From an optimization exercise on the open Yosys and OpenROAD flow, aimed at small area and a short achievable clock period; shortcuts taken in it are not production practice.
No run shown here included a check of the RTL's function; only the layout flow was run.

==> flow/design.v, too long to show whole: its modules and the start of the top module <==
// module clk_ctrl: 1631 lines
// module cc_ha: 4 lines
// module cc_fa: 4 lines
module clk_ctrl
(
	input  wire        clk_i,
	input  wire        rstn_i,
	input  wire [15:0] freq,
	output wire        dds1_o,
	output wire        dds_o
);
  // ...
==> flow/flow/run.sh <==
#!/bin/bash
# The standard layout (standard.sh, all ORFS steps unchanged), except:
#  - the port buffers that buffer_ports inserts are plain sky130_fd_sc_hd__buf_1 cells
#    instead of the delay buffers it picks by default (every port is still buffered);
#  - clock tree synthesis with clkbuf_8 buffers and without dummy loads.
set -euo pipefail
export BUFFER_PORTS_ARGS="-buffer_cell sky130_fd_sc_hd__buf_1"
export CTS_ARGS="-sink_clustering_enable -repair_clock_nets -buf_list sky130_fd_sc_hd__clkbuf_8 -dont_use_dummy_load"
bash standard.sh finish > standard_make.log 2>&1
==> flow/standard.sh <==
#!/bin/bash
# synth_recipe.tcl (not shown) runs the flow's synth.tcl, then flattens the netlist and writes it again
# the make line also repeats each setting of config.mk as NAME=value (left out here)
make -C /OpenROAD-flow-scripts/flow DESIGN_CONFIG=/design/flow/config.mk WORK_HOME=/design/flow/orfs CLKGATE_MAP_FILE= SYNTH_SCRIPT=/design/flow/synth_recipe.tcl "${@:-finish}"
==> flow/config.mk <==
export PLATFORM = sky130hd
export DESIGN_NAME = clk_ctrl
export DESIGN_NICKNAME = clk_ctrl
export VERILOG_FILES = /design/flow/design.v
export SDC_FILE = /design/flow/constraint.sdc
export NUM_CORES = 4
export LEC_CHECK = 0
export CAP_MARGIN = 20
export CORE_MARGIN = 2
export CORE_UTILIZATION = 40
export CTS_BUF_LIST = sky130_fd_sc_hd__clkbuf_8
export SLEW_MARGIN = 20
export SYNTH_HIERARCHICAL = 1
==> flow/constraint.sdc <==
create_clock -name core_clock -period 70.0 [get_ports {clk_i}]
set_input_delay 14.0000 -clock core_clock [delete_from_list [all_inputs] [get_ports {clk_i}]]
set_output_delay 14.0000 -clock core_clock [all_outputs]
set_load 0.01 [all_outputs]
==> out/results.txt, run 1 <==
status - timing/DRC/antenna clean
clock network area share - 1.17%
combinational family with the most area after synthesis - adder cells
CTS buffer count - 9
Worst Path Required - 70.27 ns
dpl hpwl - 17,800 um
comb_multi_in - 428
PnR worst setup slack - 54.90 ns
CTS tree - built
TritonCTS Sinks - 85
Cell Area, Synth - 9960 um^2
total core area - 24,400 um^2
R2R Path End - dds
Final Non-Filler Cells - 915
Place WS - 54.82 ns
Rel. slew slack - 48.7%
multiplexer share of the synthesized area - 0%
fin area - 10,600 um^2
setup TNS - 0 ns
simple-gate area share of the yosys netlist - 1.66%
adder-cell share of the synthesized area - 74.0%
WP buf/inv - 1
fill cell count - 2,142
R2R cell count - 40
starting density of the core - 40.8%
EDFF count, synth - 0
biggest regs - cnt1 x32, cnt x32, fr x16
most frequent cells in the layout - fa_1 (349), dfrtp_1 (85), inv_1 (44)
Hold-fix buffers, CTS - 0
synthesized net count - 954
==> run 2: changes to the inputs <==
--- a/flow/design.v
+++ b/flow/design.v
@@ -5,23 +5,23 @@
 	input  wire [15:0] freq,
 	output wire        dds1_o,
 	output wire        dds_o
 );
 reg  [15:0] fr;
 reg  [31:0] cnt;      
 reg  [31:0] cnt1;     
 reg  [1:0]  pa;       
-reg  [2:0]  pb;       
+reg  [1:0]  pb;       
 reg         dds;
 reg         dds1;
 wire [31:0] cnt_n;
 wire [31:0] cnt1_n;
 wire [1:0]  pa_n;
-wire [2:0]  pb_n;
+wire [1:0]  pb_n;
 wire        dds_n;
 wire        dds1_n;
 wire [10:0] gq;       
 localparam [31:0] CNT_INV  = 32'h00000000;
 localparam [31:0] CNT1_INV = 32'h00000000;
 always @(posedge clk_i or negedge rstn_i)
 	if (rstn_i == 1'b0) begin
 		fr   <= 16'd0;
@@ -977,17 +977,16 @@
 wire tA_29;
 wire tB_29;
 wire tA_30;
 wire tB_30;
 wire tA_31;
 wire tB_31;
 wire dc_875;
 wire dc_876;
-wire dc_877;
 assign n_1 = ~fr[0];
 assign n_2 = ~fr[1];
 assign n_3 = ~fr[2];
 assign n_4 = ~fr[3];
 assign n_5 = ~fr[4];
 assign n_6 = ~fr[5];
 assign n_7 = ~fr[6];
 assign n_8 = ~fr[7];
@@ -1116,34 +1115,34 @@
 cc_fa uas_228 (.a(cnt[12]), .b(fr[0]), .c(n_12), .s(as_228), .co(ac_229));
 cc_fa uas_230 (.a(as_228), .b(ac_221), .c(n_54), .s(as_230), .co(ac_231));
 cc_fa uas_232 (.a(as_230), .b(ac_223), .c(n_63), .s(as_232), .co(ac_233));
 cc_fa uas_234 (.a(n_65), .b(ac_225), .c(as_232), .s(as_234), .co(ac_235));
 cc_fa uas_236 (.a(cnt[13]), .b(n_13), .c(ac_229), .s(as_236), .co(ac_237));
 cc_fa uas_238 (.a(p3s_17), .b(as_236), .c(ac_231), .s(as_238), .co(ac_239));
 cc_fa uas_240 (.a(n_55), .b(as_238), .c(p3s_47), .s(as_240), .co(ac_241));
 cc_fa uas_242 (.a(ac_233), .b(as_240), .c(ac_235), .s(as_242), .co(ac_243));
-cc_fa uas_244 (.a(cnt[14]), .b(n_14), .c(pa[1]), .s(as_244), .co(ac_245));
-cc_fa uas_246 (.a(as_244), .b(ac_237), .c(p3s_19), .s(as_246), .co(ac_247));
-cc_fa uas_248 (.a(as_246), .b(ac_239), .c(n_56), .s(as_248), .co(ac_249));
-cc_fa uas_250 (.a(as_248), .b(p3c_48), .c(n_64), .s(as_250), .co(ac_251));
-cc_fa uas_252 (.a(ac_241), .b(as_250), .c(ac_243), .s(as_252), .co(ac_253));
-cc_fa uas_254 (.a(cnt[15]), .b(n_15), .c(ac_245), .s(as_254), .co(ac_255));
-cc_fa uas_256 (.a(as_254), .b(ac_247), .c(p3s_21), .s(as_256), .co(ac_257));
-cc_fa uas_258 (.a(as_256), .b(ac_249), .c(n_57), .s(as_258), .co(ac_259));
-cc_fa uas_260 (.a(as_258), .b(n_65), .c(ac_251), .s(as_260), .co(ac_261));
-cc_fa uas_262 (.a(cnt[16]), .b(fr[15]), .c(ac_255), .s(as_262), .co(ac_263));
-cc_fa uas_264 (.a(as_262), .b(ac_257), .c(p3s_23), .s(as_264), .co(ac_265));
-cc_fa uas_266 (.a(as_264), .b(ac_259), .c(n_58), .s(as_266), .co(ac_267));
-cc_fa uas_268 (.a(cnt[17]), .b(fr[0]), .c(n_16), .s(as_268), .co(ac_269));
-cc_fa uas_270 (.a(as_268), .b(ac_263), .c(ac_265), .s(as_270), .co(ac_271));
-cc_fa uas_272 (.a(p3s_25), .b(as_270), .c(n_59), .s(as_272), .co(ac_273));
-cc_fa uas_274 (.a(cnt[18]), .b(fr[1]), .c(ac_269), .s(as_274), .co(ac_275));
-cc_fa uas_276 (.a(as_274), .b(ac_271), .c(p3s_27), .s(as_276), .co(ac_277));
-cc_fa uas_278 (.a(as_276), .b(ac_273), .c(p3s_39), .s(as_278), .co(ac_279));
+cc_fa uas_244 (.a(cnt[14]), .b(n_14), .c(ac_237), .s(as_244), .co(ac_245));
+cc_fa uas_246 (.a(p3s_19), .b(as_244), .c(ac_239), .s(as_246), .co(ac_247));
+cc_fa uas_248 (.a(n_56), .b(as_246), .c(p3c_48), .s(as_248), .co(ac_249));
+cc_fa uas_250 (.a(n_64), .b(ac_241), .c(as_248), .s(as_250), .co(ac_251));
+cc_fa uas_252 (.a(cnt[15]), .b(n_15), .c(ac_245), .s(as_252), .co(ac_253));
+cc_fa uas_254 (.a(p3s_21), .b(as_252), .c(ac_247), .s(as_254), .co(ac_255));
+cc_fa uas_256 (.a(n_57), .b(as_254), .c(n_65), .s(as_256), .co(ac_257));
+cc_fa uas_258 (.a(ac_249), .b(as_256), .c(ac_251), .s(as_258), .co(ac_259));
+cc_fa uas_260 (.a(cnt[16]), .b(fr[15]), .c(ac_253), .s(as_260), .co(ac_261));
+cc_fa uas_262 (.a(p3s_23), .b(as_260), .c(ac_255), .s(as_262), .co(ac_263));
+cc_fa uas_264 (.a(n_58), .b(as_262), .c(ac_257), .s(as_264), .co(ac_265));
+cc_fa uas_266 (.a(cnt[17]), .b(fr[0]), .c(n_16), .s(as_266), .co(ac_267));
+cc_fa uas_268 (.a(pa[1]), .b(as_266), .c(ac_261), .s(as_268), .co(ac_269));
+cc_fa uas_270 (.a(p3s_25), .b(as_268), .c(n_59), .s(as_270), .co(ac_271));
+cc_fa uas_272 (.a(ac_263), .b(as_270), .c(ac_265), .s(as_272), .co(ac_273));
+cc_fa uas_274 (.a(cnt[18]), .b(fr[1]), .c(ac_267), .s(as_274), .co(ac_275));
+cc_fa uas_276 (.a(as_274), .b(ac_269), .c(p3s_27), .s(as_276), .co(ac_277));
+cc_fa uas_278 (.a(as_276), .b(ac_271), .c(p3s_39), .s(as_278), .co(ac_279));
 cc_fa uas_280 (.a(cnt[19]), .b(fr[2]), .c(ac_275), .s(as_280), .co(ac_281));
 cc_fa uas_282 (.a(as_280), .b(ac_277), .c(p3s_29), .s(as_282), .co(ac_283));
 cc_fa uas_284 (.a(as_282), .b(n_60), .c(ac_279), .s(as_284), .co(ac_285));
 cc_fa uas_286 (.a(cnt[20]), .b(fr[3]), .c(ac_281), .s(as_286), .co(ac_287));
 cc_fa uas_288 (.a(as_286), .b(ac_283), .c(p3s_31), .s(as_288), .co(ac_289));
 cc_fa uas_290 (.a(as_288), .b(n_61), .c(ac_285), .s(as_290), .co(ac_291));
 cc_fa uas_292 (.a(cnt[21]), .b(fr[4]), .c(ac_287), .s(as_292), .co(ac_293));
 cc_fa uas_294 (.a(as_292), .b(ac_289), .c(p3s_33), .s(as_294), .co(ac_295));
@@ -1210,20 +1209,20 @@
 cc_ha uars_386 (.a(as_186), .b(arc_385), .s(ars_386), .co(arc_387));
 cc_fa uars_388 (.a(as_194), .b(ac_187), .c(arc_387), .s(ars_388), .co(arc_389));
 cc_fa uars_390 (.a(as_202), .b(ac_195), .c(arc_389), .s(ars_390), .co(arc_391));
 cc_fa uars_392 (.a(as_208), .b(as_210), .c(arc_391), .s(ars_392), .co(arc_393));
 cc_fa uars_394 (.a(as_216), .b(as_218), .c(arc_393), .s(ars_394), .co(arc_395));
 cc_fa uars_396 (.a(ac_219), .b(as_226), .c(arc_395), .s(ars_396), .co(arc_397));
 cc_fa uars_398 (.a(ac_227), .b(as_234), .c(arc_397), .s(ars_398), .co(arc_399));
 cc_ha uars_400 (.a(as_242), .b(arc_399), .s(ars_400), .co(arc_401));
-cc_ha uars_402 (.a(as_260), .b(ac_253), .s(ars_402), .co(arc_403));
-cc_fa uars_404 (.a(as_266), .b(ac_261), .c(arc_403), .s(ars_404), .co(arc_405));
-cc_fa uars_406 (.a(ac_267), .b(as_272), .c(arc_405), .s(ars_406), .co(arc_407));
-cc_ha uars_408 (.a(as_278), .b(arc_407), .s(ars_408), .co(arc_409));
+cc_fa uars_402 (.a(as_250), .b(ac_243), .c(arc_401), .s(ars_402), .co(arc_403));
+cc_ha uars_404 (.a(as_258), .b(arc_403), .s(ars_404), .co(arc_405));
+cc_fa uars_406 (.a(as_264), .b(ac_259), .c(arc_405), .s(ars_406), .co(arc_407));
+cc_ha uars_408 (.a(as_278), .b(ac_273), .s(ars_408), .co(arc_409));
 cc_fa uars_410 (.a(p3s_41), .b(as_284), .c(arc_409), .s(ars_410), .co(arc_411));
 cc_fa uars_412 (.a(p3s_43), .b(as_290), .c(arc_411), .s(ars_412), .co(arc_413));
 cc_fa uars_414 (.a(p3s_45), .b(as_296), .c(arc_413), .s(ars_414), .co(arc_415));
 cc_fa uars_416 (.a(ac_297), .b(as_302), .c(arc_415), .s(ars_416), .co(arc_417));
 cc_fa uars_418 (.a(ac_303), .b(as_308), .c(arc_417), .s(ars_418), .co(arc_419));
 cc_ha uars_420 (.a(as_314), .b(arc_419), .s(ars_420), .co(arc_421));
 cc_fa uars_422 (.a(as_318), .b(ac_315), .c(arc_421), .s(ars_422), .co(arc_423));
 cc_fa uars_424 (.a(ac_319), .b(as_322), .c(arc_423), .s(ars_424), .co(arc_425));
@@ -1353,85 +1352,85 @@
 cc_fa ubs_625 (.a(n_539), .b(bs_623), .c(bc_620), .s(bs_625), .co(bc_626));
 cc_fa ubs_627 (.a(gq[5]), .b(bs_625), .c(bc_622), .s(bs_627), .co(bc_628));
 cc_fa ubs_629 (.a(cnt1[9]), .b(gq[2]), .c(n_540), .s(bs_629), .co(bc_630));
 cc_fa ubs_631 (.a(bc_624), .b(bs_629), .c(bc_626), .s(bs_631), .co(bc_632));
 cc_fa ubs_633 (.a(n_542), .b(bs_631), .c(bc_628), .s(bs_633), .co(bc_634));
 cc_fa ubs_635 (.a(cnt1[10]), .b(gq[3]), .c(bc_630), .s(bs_635), .co(bc_636));
 cc_fa ubs_637 (.a(n_541), .b(gq[6]), .c(bs_635), .s(bs_637), .co(bc_638));
 cc_fa ubs_639 (.a(bc_632), .b(n_543), .c(bs_637), .s(bs_639), .co(bc_640));
-cc_fa ubs_641 (.a(cnt1[11]), .b(pb[1]), .c(n_536), .s(bs_641), .co(bc_642));
-cc_fa ubs_643 (.a(bs_641), .b(gq[4]), .c(bc_636), .s(bs_643), .co(bc_644));
-cc_fa ubs_645 (.a(n_542), .b(gq[7]), .c(bc_638), .s(bs_645), .co(bc_646));
-cc_fa ubs_647 (.a(bs_643), .b(gq[8]), .c(bc_640), .s(bs_647), .co(bc_648));
-cc_fa ubs_649 (.a(cnt1[12]), .b(bc_642), .c(n_537), .s(bs_649), .co(bc_650));
-cc_fa ubs_651 (.a(bs_649), .b(gq[5]), .c(bc_644), .s(bs_651), .co(bc_652));
+cc_fa ubs_641 (.a(cnt1[11]), .b(n_536), .c(gq[4]), .s(bs_641), .co(bc_642));
+cc_fa ubs_643 (.a(bs_641), .b(bc_636), .c(n_542), .s(bs_643), .co(bc_644));
+cc_fa ubs_645 (.a(gq[7]), .b(bc_638), .c(bs_643), .s(bs_645), .co(bc_646));
+cc_fa ubs_647 (.a(gq[8]), .b(bc_640), .c(bs_645), .s(bs_647), .co(bc_648));
+cc_fa ubs_649 (.a(cnt1[12]), .b(n_537), .c(bc_642), .s(bs_649), .co(bc_650));
+cc_fa ubs_651 (.a(gq[5]), .b(bs_649), .c(bc_644), .s(bs_651), .co(bc_652));
 cc_fa ubs_653 (.a(n_543), .b(bc_646), .c(bs_651), .s(bs_653), .co(bc_654));
 cc_fa ubs_655 (.a(gq[9]), .b(bc_648), .c(bs_653), .s(bs_655), .co(bc_656));
 cc_fa ubs_657 (.a(cnt1[13]), .b(n_536), .c(n_538), .s(bs_657), .co(bc_658));
-cc_fa ubs_659 (.a(bc_650), .b(bs_657), .c(gq[6]), .s(bs_659), .co(bc_660));
+cc_fa ubs_659 (.a(bs_657), .b(bc_650), .c(gq[6]), .s(bs_659), .co(bc_660));
 cc_fa ubs_661 (.a(bs_659), .b(n_544), .c(bc_652), .s(bs_661), .co(bc_662));
 cc_fa ubs_663 (.a(bc_654), .b(bs_661), .c(n_546), .s(bs_663), .co(bc_664));
 cc_fa ubs_665 (.a(cnt1[14]), .b(n_537), .c(bc_658), .s(bs_665), .co(bc_666));
 cc_fa ubs_667 (.a(n_539), .b(bs_665), .c(bc_660), .s(bs_667), .co(bc_668));
 cc_fa ubs_669 (.a(gq[7]), .b(bs_667), .c(n_545), .s(bs_669), .co(bc_670));
 cc_fa ubs_671 (.a(bc_662), .b(gq[10]), .c(bs_669), .s(bs_671), .co(bc_672));
 cc_fa ubs_673 (.a(cnt1[15]), .b(n_538), .c(n_540), .s(bs_673), .co(bc_674));
 cc_fa ubs_675 (.a(bc_666), .b(bs_673), .c(gq[8]), .s(bs_675), .co(bc_676));
 cc_fa ubs_677 (.a(bc_668), .b(bs_675), .c(bc_670), .s(bs_677), .co(bc_678));
 cc_fa ubs_679 (.a(n_546), .b(bc_672), .c(bs_677), .s(bs_679), .co(bc_680));
 cc_fa ubs_681 (.a(cnt1[16]), .b(n_539), .c(bc_674), .s(bs_681), .co(bc_682));
 cc_fa ubs_683 (.a(n_541), .b(bs_681), .c(bc_676), .s(bs_683), .co(bc_684));
 cc_fa ubs_685 (.a(n_545), .b(bs_683), .c(bc_678), .s(bs_685), .co(bc_686));
-cc_fa ubs_687 (.a(cnt1[17]), .b(n_536), .c(n_540), .s(bs_687), .co(bc_688));
-cc_fa ubs_689 (.a(bs_687), .b(bc_682), .c(n_542), .s(bs_689), .co(bc_690));
-cc_fa ubs_691 (.a(bs_689), .b(gq[9]), .c(bc_684), .s(bs_691), .co(bc_692));
-cc_fa ubs_693 (.a(gq[10]), .b(bs_691), .c(bc_686), .s(bs_693), .co(bc_694));
-cc_fa ubs_695 (.a(cnt1[18]), .b(n_537), .c(bc_688), .s(bs_695), .co(bc_696));
-cc_fa ubs_697 (.a(n_541), .b(bs_695), .c(bc_690), .s(bs_697), .co(bc_698));
+cc_fa ubs_687 (.a(cnt1[17]), .b(pb[1]), .c(n_536), .s(bs_687), .co(bc_688));
+cc_fa ubs_689 (.a(bs_687), .b(n_540), .c(bc_682), .s(bs_689), .co(bc_690));
+cc_fa ubs_691 (.a(n_542), .b(bs_689), .c(gq[9]), .s(bs_691), .co(bc_692));
+cc_fa ubs_693 (.a(bc_684), .b(gq[10]), .c(bs_691), .s(bs_693), .co(bc_694));
+cc_fa ubs_695 (.a(cnt1[18]), .b(bc_688), .c(n_537), .s(bs_695), .co(bc_696));
+cc_fa ubs_697 (.a(bs_695), .b(n_541), .c(bc_690), .s(bs_697), .co(bc_698));
 cc_fa ubs_699 (.a(n_543), .b(bs_697), .c(bc_692), .s(bs_699), .co(bc_700));
 cc_fa ubs_701 (.a(cnt1[19]), .b(n_536), .c(n_538), .s(bs_701), .co(bc_702));
-cc_fa ubs_703 (.a(bs_701), .b(bc_696), .c(n_542), .s(bs_703), .co(bc_704));
+cc_fa ubs_703 (.a(bc_696), .b(bs_701), .c(n_542), .s(bs_703), .co(bc_704));
 cc_fa ubs_705 (.a(bs_703), .b(gq[8]), .c(bc_698), .s(bs_705), .co(bc_706));
 cc_fa ubs_707 (.a(cnt1[20]), .b(n_537), .c(bc_702), .s(bs_707), .co(bc_708));
 cc_fa ubs_709 (.a(n_539), .b(bs_707), .c(bc_704), .s(bs_709), .co(bc_710));
 cc_fa ubs_711 (.a(n_543), .b(n_544), .c(bs_709), .s(bs_711), .co(bc_712));
 cc_fa ubs_713 (.a(n_545), .b(bc_706), .c(bs_711), .s(bs_713), .co(bc_714));
 cc_fa ubs_715 (.a(cnt1[21]), .b(gq[0]), .c(n_538), .s(bs_715), .co(bc_716));
 cc_fa ubs_717 (.a(bs_715), .b(n_540), .c(bc_708), .s(bs_717), .co(bc_718));
 cc_fa ubs_719 (.a(bs_717), .b(n_544), .c(bc_710), .s(bs_719), .co(bc_720));
 cc_fa ubs_721 (.a(bc_712), .b(bs_719), .c(n_546), .s(bs_721), .co(bc_722));
-cc_fa ubs_723 (.a(cnt1[22]), .b(pb[2]), .c(gq[1]), .s(bs_723), .co(bc_724));
-cc_fa ubs_725 (.a(bs_723), .b(bc_716), .c(n_539), .s(bs_725), .co(bc_726));
-cc_fa ubs_727 (.a(bs_725), .b(bc_718), .c(n_541), .s(bs_727), .co(bc_728));
-cc_fa ubs_729 (.a(bs_727), .b(gq[9]), .c(bc_720), .s(bs_729), .co(bc_730));
-cc_fa ubs_731 (.a(cnt1[23]), .b(gq[2]), .c(bc_724), .s(bs_731), .co(bc_732));
-cc_fa ubs_733 (.a(bs_731), .b(n_540), .c(bc_726), .s(bs_733), .co(bc_734));
-cc_fa ubs_735 (.a(bs_733), .b(bc_728), .c(n_542), .s(bs_735), .co(bc_736));
-cc_fa ubs_737 (.a(bs_735), .b(n_545), .c(gq[10]), .s(bs_737), .co(bc_738));
+cc_fa ubs_723 (.a(cnt1[22]), .b(gq[1]), .c(bc_716), .s(bs_723), .co(bc_724));
+cc_fa ubs_725 (.a(n_539), .b(bs_723), .c(bc_718), .s(bs_725), .co(bc_726));
+cc_fa ubs_727 (.a(n_541), .b(bs_725), .c(gq[9]), .s(bs_727), .co(bc_728));
+cc_fa ubs_729 (.a(bc_720), .b(bs_727), .c(bc_722), .s(bs_729), .co(bc_730));
+cc_fa ubs_731 (.a(cnt1[23]), .b(gq[2]), .c(n_540), .s(bs_731), .co(bc_732));
+cc_fa ubs_733 (.a(bc_724), .b(bs_731), .c(bc_726), .s(bs_733), .co(bc_734));
+cc_fa ubs_735 (.a(n_542), .b(bs_733), .c(n_545), .s(bs_735), .co(bc_736));
+cc_fa ubs_737 (.a(bc_728), .b(gq[10]), .c(bs_735), .s(bs_737), .co(bc_738));
 cc_fa ubs_739 (.a(cnt1[24]), .b(gq[3]), .c(bc_732), .s(bs_739), .co(bc_740));
-cc_fa ubs_741 (.a(bs_739), .b(bc_734), .c(n_541), .s(bs_741), .co(bc_742));
-cc_fa ubs_743 (.a(bs_741), .b(bc_736), .c(n_543), .s(bs_743), .co(bc_744));
-cc_fa ubs_745 (.a(bs_743), .b(n_546), .c(bc_738), .s(bs_745), .co(bc_746));
+cc_fa ubs_741 (.a(n_541), .b(bs_739), .c(bc_734), .s(bs_741), .co(bc_742));
+cc_fa ubs_743 (.a(n_543), .b(bs_741), .c(bc_736), .s(bs_743), .co(bc_744));
+cc_fa ubs_745 (.a(n_546), .b(bc_738), .c(bs_743), .s(bs_745), .co(bc_746));
 cc_fa ubs_747 (.a(cnt1[25]), .b(gq[4]), .c(bc_740), .s(bs_747), .co(bc_748));
-cc_fa ubs_749 (.a(bs_747), .b(bc_742), .c(n_542), .s(bs_749), .co(bc_750));
-cc_fa ubs_751 (.a(bs_749), .b(gq[8]), .c(bc_744), .s(bs_751), .co(bc_752));
+cc_fa ubs_749 (.a(n_542), .b(bs_747), .c(gq[8]), .s(bs_749), .co(bc_750));
+cc_fa ubs_751 (.a(bc_742), .b(bs_749), .c(bc_744), .s(bs_751), .co(bc_752));
 cc_fa ubs_753 (.a(cnt1[26]), .b(gq[5]), .c(bc_748), .s(bs_753), .co(bc_754));
-cc_fa ubs_755 (.a(bs_753), .b(bc_750), .c(n_543), .s(bs_755), .co(bc_756));
-cc_fa ubs_757 (.a(n_544), .b(bs_755), .c(gq[9]), .s(bs_757), .co(bc_758));
-cc_fa ubs_759 (.a(cnt1[27]), .b(gq[6]), .c(bc_754), .s(bs_759), .co(bc_760));
-cc_fa ubs_761 (.a(bs_759), .b(n_544), .c(bc_756), .s(bs_761), .co(bc_762));
-cc_fa ubs_763 (.a(n_545), .b(bs_761), .c(bc_758), .s(bs_763), .co(bc_764));
+cc_fa ubs_755 (.a(n_543), .b(n_544), .c(bs_753), .s(bs_755), .co(bc_756));
+cc_fa ubs_757 (.a(bc_750), .b(gq[9]), .c(bs_755), .s(bs_757), .co(bc_758));
+cc_fa ubs_759 (.a(cnt1[27]), .b(gq[6]), .c(n_544), .s(bs_759), .co(bc_760));
+cc_fa ubs_761 (.a(bc_754), .b(n_545), .c(bs_759), .s(bs_761), .co(bc_762));
+cc_fa ubs_763 (.a(bc_756), .b(gq[10]), .c(bs_761), .s(bs_763), .co(bc_764));
 cc_fa ubs_765 (.a(cnt1[28]), .b(gq[7]), .c(bc_760), .s(bs_765), .co(bc_766));
-cc_fa ubs_767 (.a(bs_765), .b(n_545), .c(bc_762), .s(bs_767), .co(bc_768));
-cc_fa ubs_769 (.a(n_546), .b(bs_767), .c(bc_764), .s(bs_769), .co(bc_770));
+cc_fa ubs_767 (.a(n_545), .b(n_546), .c(bc_762), .s(bs_767), .co(bc_768));
+cc_fa ubs_769 (.a(bs_765), .b(bc_764), .c(bs_767), .s(bs_769), .co(bc_770));
 cc_fa ubs_771 (.a(cnt1[29]), .b(gq[8]), .c(bc_766), .s(bs_771), .co(bc_772));
-cc_fa ubs_773 (.a(bs_771), .b(gq[10]), .c(bc_768), .s(bs_773), .co(bc_774));
-cc_fa ubs_775 (.a(cnt1[30]), .b(gq[9]), .c(bc_772), .s(bs_775), .co(bc_776));
-cc_fa ubs_777 (.a(n_546), .b(bs_775), .c(bc_774), .s(bs_777), .co(bc_778));
+cc_fa ubs_773 (.a(gq[10]), .b(bc_768), .c(bs_771), .s(bs_773), .co(bc_774));
+cc_fa ubs_775 (.a(cnt1[30]), .b(gq[9]), .c(n_546), .s(bs_775), .co(bc_776));
+cc_fa ubs_777 (.a(bc_772), .b(bs_775), .c(bc_774), .s(bs_777), .co(bc_778));
 cc_fa ubs_779 (.a(cnt1[31]), .b(n_546), .c(bc_776), .s(bs_779), .co(bc_780));
 assign bfg_781 = n_545 & bs_555;
 assign bfp_782 = n_545 | bs_555;
 assign bfg_783 = n_546 & bs_559;
 assign bfp_784 = n_546 | bs_559;
 assign bfg_785 = bs_567 & bc_564;
 assign bfp_786 = bs_567 | bc_564;
 assign bfg_787 = bs_569 & bs_571;
@@ -1464,55 +1463,55 @@
 cc_ha ubrs_817 (.a(bs_597), .b(brc_816), .s(brs_817), .co(brc_818));
 cc_fa ubrs_819 (.a(bc_598), .b(bs_603), .c(brc_818), .s(brs_819), .co(brc_820));
 cc_fa ubrs_821 (.a(bc_604), .b(bs_609), .c(brc_820), .s(brs_821), .co(brc_822));
 cc_ha ubrs_823 (.a(bs_615), .b(brc_822), .s(brs_823), .co(brc_824));
 cc_fa ubrs_825 (.a(bs_621), .b(bc_616), .c(brc_824), .s(brs_825), .co(brc_826));
 cc_fa ubrs_827 (.a(n_546), .b(bs_627), .c(brc_826), .s(brs_827), .co(brc_828));
 cc_ha ubrs_829 (.a(bs_633), .b(brc_828), .s(brs_829), .co(brc_830));
 cc_fa ubrs_831 (.a(bs_639), .b(bc_634), .c(brc_830), .s(brs_831), .co(brc_832));
-cc_ha ubrs_833 (.a(bs_645), .b(bs_647), .s(brs_833), .co(brc_834));
+cc_ha ubrs_833 (.a(bs_647), .b(brc_832), .s(brs_833), .co(brc_834));
 cc_ha ubrs_835 (.a(bs_655), .b(brc_834), .s(brs_835), .co(brc_836));
 cc_fa ubrs_837 (.a(bc_656), .b(bs_663), .c(brc_836), .s(brs_837), .co(brc_838));
 cc_fa ubrs_839 (.a(bc_664), .b(bs_671), .c(brc_838), .s(brs_839), .co(brc_840));
 cc_ha ubrs_841 (.a(bs_679), .b(brc_840), .s(brs_841), .co(brc_842));
 cc_fa ubrs_843 (.a(bc_680), .b(bs_685), .c(brc_842), .s(brs_843), .co(brc_844));
-cc_ha ubrs_845 (.a(bs_693), .b(brc_844), .s(brs_845), .co(brc_846));
-cc_fa ubrs_847 (.a(bs_699), .b(bc_694), .c(brc_846), .s(brs_847), .co(brc_848));
+cc_ha ubrs_845 (.a(bs_693), .b(bc_686), .s(brs_845), .co(brc_846));
+cc_fa ubrs_847 (.a(bc_694), .b(bs_699), .c(brc_846), .s(brs_847), .co(brc_848));
 cc_fa ubrs_849 (.a(bs_705), .b(bc_700), .c(brc_848), .s(brs_849), .co(brc_850));
 cc_ha ubrs_851 (.a(bs_713), .b(brc_850), .s(brs_851), .co(brc_852));
 cc_fa ubrs_853 (.a(bc_714), .b(bs_721), .c(brc_852), .s(brs_853), .co(brc_854));
-cc_ha ubrs_855 (.a(bs_729), .b(bc_722), .s(brs_855), .co(brc_856));
-cc_fa ubrs_857 (.a(bc_730), .b(bs_737), .c(brc_856), .s(brs_857), .co(brc_858));
+cc_ha ubrs_855 (.a(bs_729), .b(brc_854), .s(brs_855), .co(brc_856));
+cc_fa ubrs_857 (.a(bs_737), .b(bc_730), .c(brc_856), .s(brs_857), .co(brc_858));
 cc_ha ubrs_859 (.a(bs_745), .b(brc_858), .s(brs_859), .co(brc_860));
-cc_fa ubrs_861 (.a(bs_751), .b(bc_746), .c(brc_860), .s(brs_861), .co(brc_862));
-cc_fa ubrs_863 (.a(bc_752), .b(bs_757), .c(brc_862), .s(brs_863), .co(brc_864));
-cc_fa ubrs_865 (.a(gq[10]), .b(bs_763), .c(brc_864), .s(brs_865), .co(brc_866));
+cc_fa ubrs_861 (.a(bc_746), .b(bs_751), .c(brc_860), .s(brs_861), .co(brc_862));
+cc_fa ubrs_863 (.a(bs_757), .b(bc_752), .c(brc_862), .s(brs_863), .co(brc_864));
+cc_fa ubrs_865 (.a(bc_758), .b(bs_763), .c(brc_864), .s(brs_865), .co(brc_866));
 cc_ha ubrs_867 (.a(bs_769), .b(brc_866), .s(brs_867), .co(brc_868));
-cc_fa ubrs_869 (.a(bs_773), .b(bc_770), .c(brc_868), .s(brs_869), .co(brc_870));
+cc_fa ubrs_869 (.a(bc_770), .b(bs_773), .c(brc_868), .s(brs_869), .co(brc_870));
 cc_ha ubrs_871 (.a(bs_777), .b(brc_870), .s(brs_871), .co(brc_872));
 cc_fa ubrs_873 (.a(bs_779), .b(bc_778), .c(brc_872), .s(brs_873), .co(brc_874));
 assign cnt_n[0] = ars_374;
 assign cnt_n[1] = ars_376;
 assign cnt_n[2] = ars_378;
 assign cnt_n[3] = ars_380;
 assign cnt_n[4] = ars_382;
 assign cnt_n[5] = ars_384;
 assign cnt_n[6] = ars_386;
 assign cnt_n[7] = ars_388;
 assign cnt_n[8] = ars_390;
 assign cnt_n[9] = ars_392;
 assign cnt_n[10] = ars_394;
 assign cnt_n[11] = ars_396;
 assign cnt_n[12] = ars_398;
 assign cnt_n[13] = ars_400;
-assign cnt_n[14] = as_252;
-assign cnt_n[15] = ars_402;
-assign cnt_n[16] = ars_404;
-assign cnt_n[17] = ars_406;
+assign cnt_n[14] = ars_402;
+assign cnt_n[15] = ars_404;
+assign cnt_n[16] = ars_406;
+assign cnt_n[17] = as_272;
 assign cnt_n[18] = ars_408;
 assign cnt_n[19] = ars_410;
 assign cnt_n[20] = ars_412;
 assign cnt_n[21] = ars_414;
 assign cnt_n[22] = ars_416;
 assign cnt_n[23] = ars_418;
 assign cnt_n[24] = ars_420;
 assign cnt_n[25] = ars_422;
@@ -1550,20 +1549,19 @@
 assign cnt1_n[25] = brs_861;
 assign cnt1_n[26] = brs_863;
 assign cnt1_n[27] = brs_865;
 assign cnt1_n[28] = brs_867;
 assign cnt1_n[29] = brs_869;
 assign cnt1_n[30] = brs_871;
 assign cnt1_n[31] = brs_873;
 assign pa_n[0] = 1'b0;
-assign pa_n[1] = arc_401;
+assign pa_n[1] = arc_407;
 assign pb_n[0] = 1'b0;
-assign pb_n[1] = brc_832;
-assign pb_n[2] = brc_854;
+assign pb_n[1] = brc_844;
 assign tA_0 = cnt_n[0];
 assign tB_0 = cnt1_n[0];
 assign tA_1 = cnt_n[1];
 assign tB_1 = cnt1_n[1];
 assign tA_2 = cnt_n[2];
 assign tB_2 = cnt1_n[2];
 assign tA_3 = cnt_n[3];
 assign tB_3 = cnt1_n[3];
@@ -1618,21 +1616,20 @@
 assign tA_28 = cnt_n[28];
 assign tB_28 = cnt1_n[28];
 assign tA_29 = cnt_n[29];
 assign tB_29 = cnt1_n[29];
 assign tA_30 = cnt_n[30];
 assign tB_30 = cnt1_n[30];
 assign tA_31 = cnt_n[31];
 assign tB_31 = cnt1_n[31];
-assign dc_875 = (1'b0 & 1'b0 & (&{tA_1,tA_2,tA_3,tA_4,tA_5,tA_6,tA_7,tA_8,tA_9,tA_10,tA_11,tA_12,tA_13})) | ((1'b0 | 1'b0) & (&{tA_0,tA_1,tA_2,tA_3,tA_4,tA_5,tA_6,tA_7,tA_8,tA_9,tA_10,tA_11,tA_12,tA_13}));
-assign dds_n = tA_31 ^ (((pa_n[1] ^ dc_875) & (&{tA_14,tA_15,tA_16,tA_17,tA_18,tA_19,tA_20,tA_21,tA_22,tA_23,tA_24,tA_25,tA_26,tA_27,tA_28,tA_29,tA_30})) | (pa_n[1] & dc_875 & (&{tA_15,tA_16,tA_17,tA_18,tA_19,tA_20,tA_21,tA_22,tA_23,tA_24,tA_25,tA_26,tA_27,tA_28,tA_29,tA_30})));
-assign dc_876 = (1'b0 & 1'b0 & (&{tB_1,tB_2,tB_3,tB_4,tB_5,tB_6,tB_7,tB_8,tB_9,tB_10})) | ((1'b0 | 1'b0) & (&{tB_0,tB_1,tB_2,tB_3,tB_4,tB_5,tB_6,tB_7,tB_8,tB_9,tB_10}));
-assign dc_877 = (pb_n[1] & dc_876 & (&{tB_12,tB_13,tB_14,tB_15,tB_16,tB_17,tB_18,tB_19,tB_20,tB_21})) | ((pb_n[1] | dc_876) & (&{tB_11,tB_12,tB_13,tB_14,tB_15,tB_16,tB_17,tB_18,tB_19,tB_20,tB_21}));
-assign dds1_n = tB_31 ^ (((pb_n[2] ^ dc_877) & (&{tB_22,tB_23,tB_24,tB_25,tB_26,tB_27,tB_28,tB_29,tB_30})) | (pb_n[2] & dc_877 & (&{tB_23,tB_24,tB_25,tB_26,tB_27,tB_28,tB_29,tB_30})));
+assign dc_875 = (1'b0 & 1'b0 & (&{tA_1,tA_2,tA_3,tA_4,tA_5,tA_6,tA_7,tA_8,tA_9,tA_10,tA_11,tA_12,tA_13,tA_14,tA_15,tA_16})) | ((1'b0 | 1'b0) & (&{tA_0,tA_1,tA_2,tA_3,tA_4,tA_5,tA_6,tA_7,tA_8,tA_9,tA_10,tA_11,tA_12,tA_13,tA_14,tA_15,tA_16}));
+assign dds_n = tA_31 ^ (((pa_n[1] ^ dc_875) & (&{tA_17,tA_18,tA_19,tA_20,tA_21,tA_22,tA_23,tA_24,tA_25,tA_26,tA_27,tA_28,tA_29,tA_30})) | (pa_n[1] & dc_875 & (&{tA_18,tA_19,tA_20,tA_21,tA_22,tA_23,tA_24,tA_25,tA_26,tA_27,tA_28,tA_29,tA_30})));
+assign dc_876 = (1'b0 & 1'b0 & (&{tB_1,tB_2,tB_3,tB_4,tB_5,tB_6,tB_7,tB_8,tB_9,tB_10,tB_11,tB_12,tB_13,tB_14,tB_15,tB_16})) | ((1'b0 | 1'b0) & (&{tB_0,tB_1,tB_2,tB_3,tB_4,tB_5,tB_6,tB_7,tB_8,tB_9,tB_10,tB_11,tB_12,tB_13,tB_14,tB_15,tB_16}));
+assign dds1_n = tB_31 ^ (((pb_n[1] ^ dc_876) & (&{tB_17,tB_18,tB_19,tB_20,tB_21,tB_22,tB_23,tB_24,tB_25,tB_26,tB_27,tB_28,tB_29,tB_30})) | (pb_n[1] & dc_876 & (&{tB_18,tB_19,tB_20,tB_21,tB_22,tB_23,tB_24,tB_25,tB_26,tB_27,tB_28,tB_29,tB_30})));
 endmodule
 module cc_ha (input wire a, input wire b, output wire s, output wire co);
 assign s  = a ^ b;
 assign co = a & b;
 endmodule
 module cc_fa (input wire a, input wire b, input wire c, output wire s, output wire co);
 assign s  = a ^ b ^ c;
 assign co = (a & b) | (a & c) | (b & c);
==> out/results.txt, run 2 <==
Synth area leader - fa_1 (unchanged)
Cell Area, Synth - 9850 um^2 (was 9960 um^2)
adder-cell share of the synthesized area - 74.9% (was 74.0%)
multiplexer share of the synthesized area - 0% (unchanged)
n_diodes - 0 (unchanged)
Hold-fix buffers, CTS - 0 (unchanged)
setup TNS - 0 ns (unchanged)
drt initial violations - 215 (was 264)
ys flop type - dfrtp_1 (unchanged)
R2R cell count - 40 (unchanged)
Period minus WS final - 14.86 ns (was 15.10 ns)
Worst Path Required - 56.00 ns (was 70.27 ns)
simple-gate area share of the yosys netlist - 0.927% (was 1.66%)
critical path capture point type - output pin (was flip-flop)
dpl hpwl - 17,600 um (was 17,800 um)
Vias - 4,585 (was 4,675)
Post-Synthesis Cells - 541 (was 557)
min-delay src - cnt1[31] (unchanged)
area fraction in compound gates after synthesis - 0.990% (was 1.14%)
antenna viol nets, final - 0 (unchanged)
Synth Area in XOR/XNOR - 0.178% (was 0.176%)
WP data arrival - 0.86 ns (was 15.37 ns)
CTS tree - built (unchanged)
WL/cell - 23.7 um (was 23.5 um)
synth warn - 7 (unchanged)
most frequent cells in the layout - fa_1 (349), dfrtp_1 (84), inv_1 (44) (was fa_1 (349), dfrtp_1 (85), inv_1 (44))
most common cell after layout, fill and taps aside - fa_1 (unchanged)
Reg2Reg Launch Point - fr[13] (was fr[0])
biggest regs - cnt1 x32, cnt x32, fr x16 (unchanged)
first-pass GRT wire length - 36,400 um (was 36,500 um)
MaxCap Viol Count - 0 (unchanged)
WP buf/inv - 1 (unchanged)
combinational family with the most area after synthesis - adder cells (unchanged)
Die ar. - 25,900 um^2 (was 26,200 um^2)
starting density of the core - 40.6% (was 40.8%)
top-count cell post-synth - fa_1 (unchanged)
worst slew pin tran - 0.851 ns (was 0.769 ns)
first-pass detailed-route iteration total - 7 (was 4)
EDFF count, synth - 0 (unchanged)
PortBufs - 19 (unchanged)
R2R Path End - dds1 (was dds)
total core area - 24,200 um^2 (was 24,400 um^2)
post-synthesis register bit count - 84 (was 85)
GRT Total Usage - 19.2% (was 19.1%)
vias in the first global route - 6,214 (was 6,242)
CP max stage delay - 0.37 ns (was 0.90 ns)
Max Freq - 0.0673 GHz (was 0.0662 GHz)
CP cell instances - buf_1
critical path's top delay family - flip-flops (was adder cells)
max-slew violations - 0 (unchanged)
asr flop ratio synth - 100% (unchanged)
nets - 972 (was 990)
status - timing/DRC/antenna clean (unchanged)
RSZ-0062 raised after global routing - no (unchanged)
reg2reg setup slack - 55.50 ns (was 54.90 ns)
DIE HEIGHT - 161 um (was 162 um)
Placement Rows - 57 (unchanged)
clock slew at reported path FFs - 0.07 ns (was 0.09 ns)
top post-synthesis cells by area - fa_1 (71%), dfrtp_1 (21%), ha_1 (3.7%) (was fa_1 (70%), dfrtp_1 (21%), ha_1 (3.8%))
wirelength, routed - 21,300 um (was 21,500 um)
share of layout cells above drive strength 1 - 2.79% (was 3.05%)
final period utilization - 21.2% (was 21.6%)
placed cell areas - 10,400 um^2 (was 10,500 um^2)
Die X - 161 um (was 162 um)
setup violators final - 0 (unchanged)
vias per cell - 5.11 (about the same)
Hold Path End - cnt1[31] (unchanged)
Area Overhead vs Synth - 6.51% (was 6.52%)
post-synthesis sequential area ratio - 21.3% (was 21.4%)
initial antenna violation count - 0 (unchanged)
clk buf depth - 2 (unchanged)
CTS buffer count - 9 (unchanged)
Rel. slew slack - 43.2% (was 48.7%)
critical path type - flip-flop to output pin (was flip-flop to flip-flop)
CP max-delay cell - dfrtp_1 (was fa_1)
Clock Skew - 0.0226 ns (was 0.0222 ns)
count of cell types in the netlist - 26 (unchanged)
total grt overflow - 0 (unchanged)
fill cell count - 2,199 (was 2,142)
Gates resized, CTS repair - 0 (unchanged)
routability congestion estimate - 0.883 (was 0.840)
worst min path class - flip-flop to flip-flop (unchanged)
Synth top cells by count - fa_1 (349), dfrtp_1 (84), inv_1 (44), ha_1 (29), nand4_1 (6) (was fa_1 (349), dfrtp_1 (85), inv_1 (44), ha_1 (30), nand4_1 (10))
H-Tree Depth - 3 (unchanged)
clock latency on the worst-skew pair - 0.38 ns (was 0.37 ns)
Ports - 20 (unchanged)
fin area - 10,500 um^2 (was 10,600 um^2)
synthesized net count - 937 (was 954)
top-area cell type share of the netlist area - 70.9% (was 70.1%)
Post-CTS Setup Bufs - 0 (unchanged)
largest fanout on the critical path - 1 (was 7)
DRC Markers - 0 (unchanged)
largest net degree at the start of global routing - 47 (was 48)
clk root buf - clkbuf_8 (unchanged)
CP Launch Type - flip-flop (unchanged)
TritonCTS Sinks - 84 (was 85)
Syn Area/Cell - 18.2 um^2 (was 17.9 um^2)
Final Hold Viols - 0 (unchanged)
hold depth - 2 (unchanged)
[run 2: cell types whose count changed after synthesis, sizes merged, moves of 2 or more]
cell,change
nor3,-2
nand2,-5
maj3,+2
nand2b,-2
nand4,-4
nor4,+2
o21ai,-2
[run 2: worst max-delay path by stage]
stage | endpoint | from | cells past startpoint
after floorplan | dds1_o | dds1 | 0
after global placement | cnt1[25] | rstn_i | 2
after detailed placement | cnt1[28] | rstn_i | 2
after CTS | dds1_o | dds1 | 1
after global routing | dds1 | fr[13] | 40
final | dds1_o | dds1 | 1
[run 2: per-module statistics from Yosys (local to each module, per instance)]
module | flip-flops and latches | copies in the design | area [um^2] | cells inside
cc_fa | 0 | 349 | 20.0 | 1
cc_ha | 0 | 29 | 12.5 | 1
clk_ctrl | 84 | 1 | 2500 | 163
[run 2: layout make-up]
type / count / area, um^2 / area share (%)
Multi-Input combinational cell: 413 / 7590 / 72.3
Inverter: 44 / 165 / 1.57
Sequential cell: 84 / 2100 / 20.0
Tap cell: 324 / 405 / 3.86
Clock buffer: 9 / 124 / 1.18
Timing Repair Buffer: 24 / 113 / 1.07
[run 2: kinds of logic after synthesis]
family / after synthesis
and+or+nand+nor: 16
xor gates and xnor gates: 2
DFF: 84
adders and majority gates: 381
buffers and inverters: 44
AOI/OAI and AO/OA: 14
[run 2: routing by layer]
layer	track usage [%]	up-vias	share of wire [%]
met5	0	-	0
met4	4.63	0	1.7
met3	3.64	22	5.1
met2	31.1	126	50
met1	27.4	2711	43
li1	-	1726	-
[run 2: metrics by stage]
stage / hold slack, ns / setup slack, ns / utilization [%] / std cells
4_1_cts: 0.829 / 55.11 / 43.3 / 898
2_1_floorplan: 0.764 / 55.62 / - / 541
3_5_place_dp: 0.799 / 54.84 / 42.8 / 889
3_3_place_gp: 0.795 / 54.88 / 42.8 / 889
6_report: 0.814 / 55.14 / 43.3 / 898
5_1_grt: 0.876 / 54.86 / 43.3 / 898

## separate check: timing with driven ports
How much do the figures lean on ideal ports? The routed layouts below were timed once more, with nothing changed but the port constraints.
Step 1, drivers: a clkbuf_16 drives clk_i and a buf_2 each remaining input, both assumed.
Step 2 times the ports against the registers' clock, not the clock port: input delays grow and output delays shrink by t, the midpoint of the rising clock arrivals with the driver on.
Three values: no drivers, after step 1, after step 2; two values: the first two.
run | shift t [ns] | setup WS [ns] | worst slew at a driven data input, ns
run 1 | 0.403 | 54.900 / 54.900 / 54.900 | 0.05
run 2 | 0.409 | 55.138 / 55.096 / 54.957 | 0.04
After both steps setup and hold are still met in every run listed. The setup slack of run 2, which loses most, moves by -0.042 ns with the drivers and by -0.181 ns with both steps. Setup slack includes reset recovery checks.
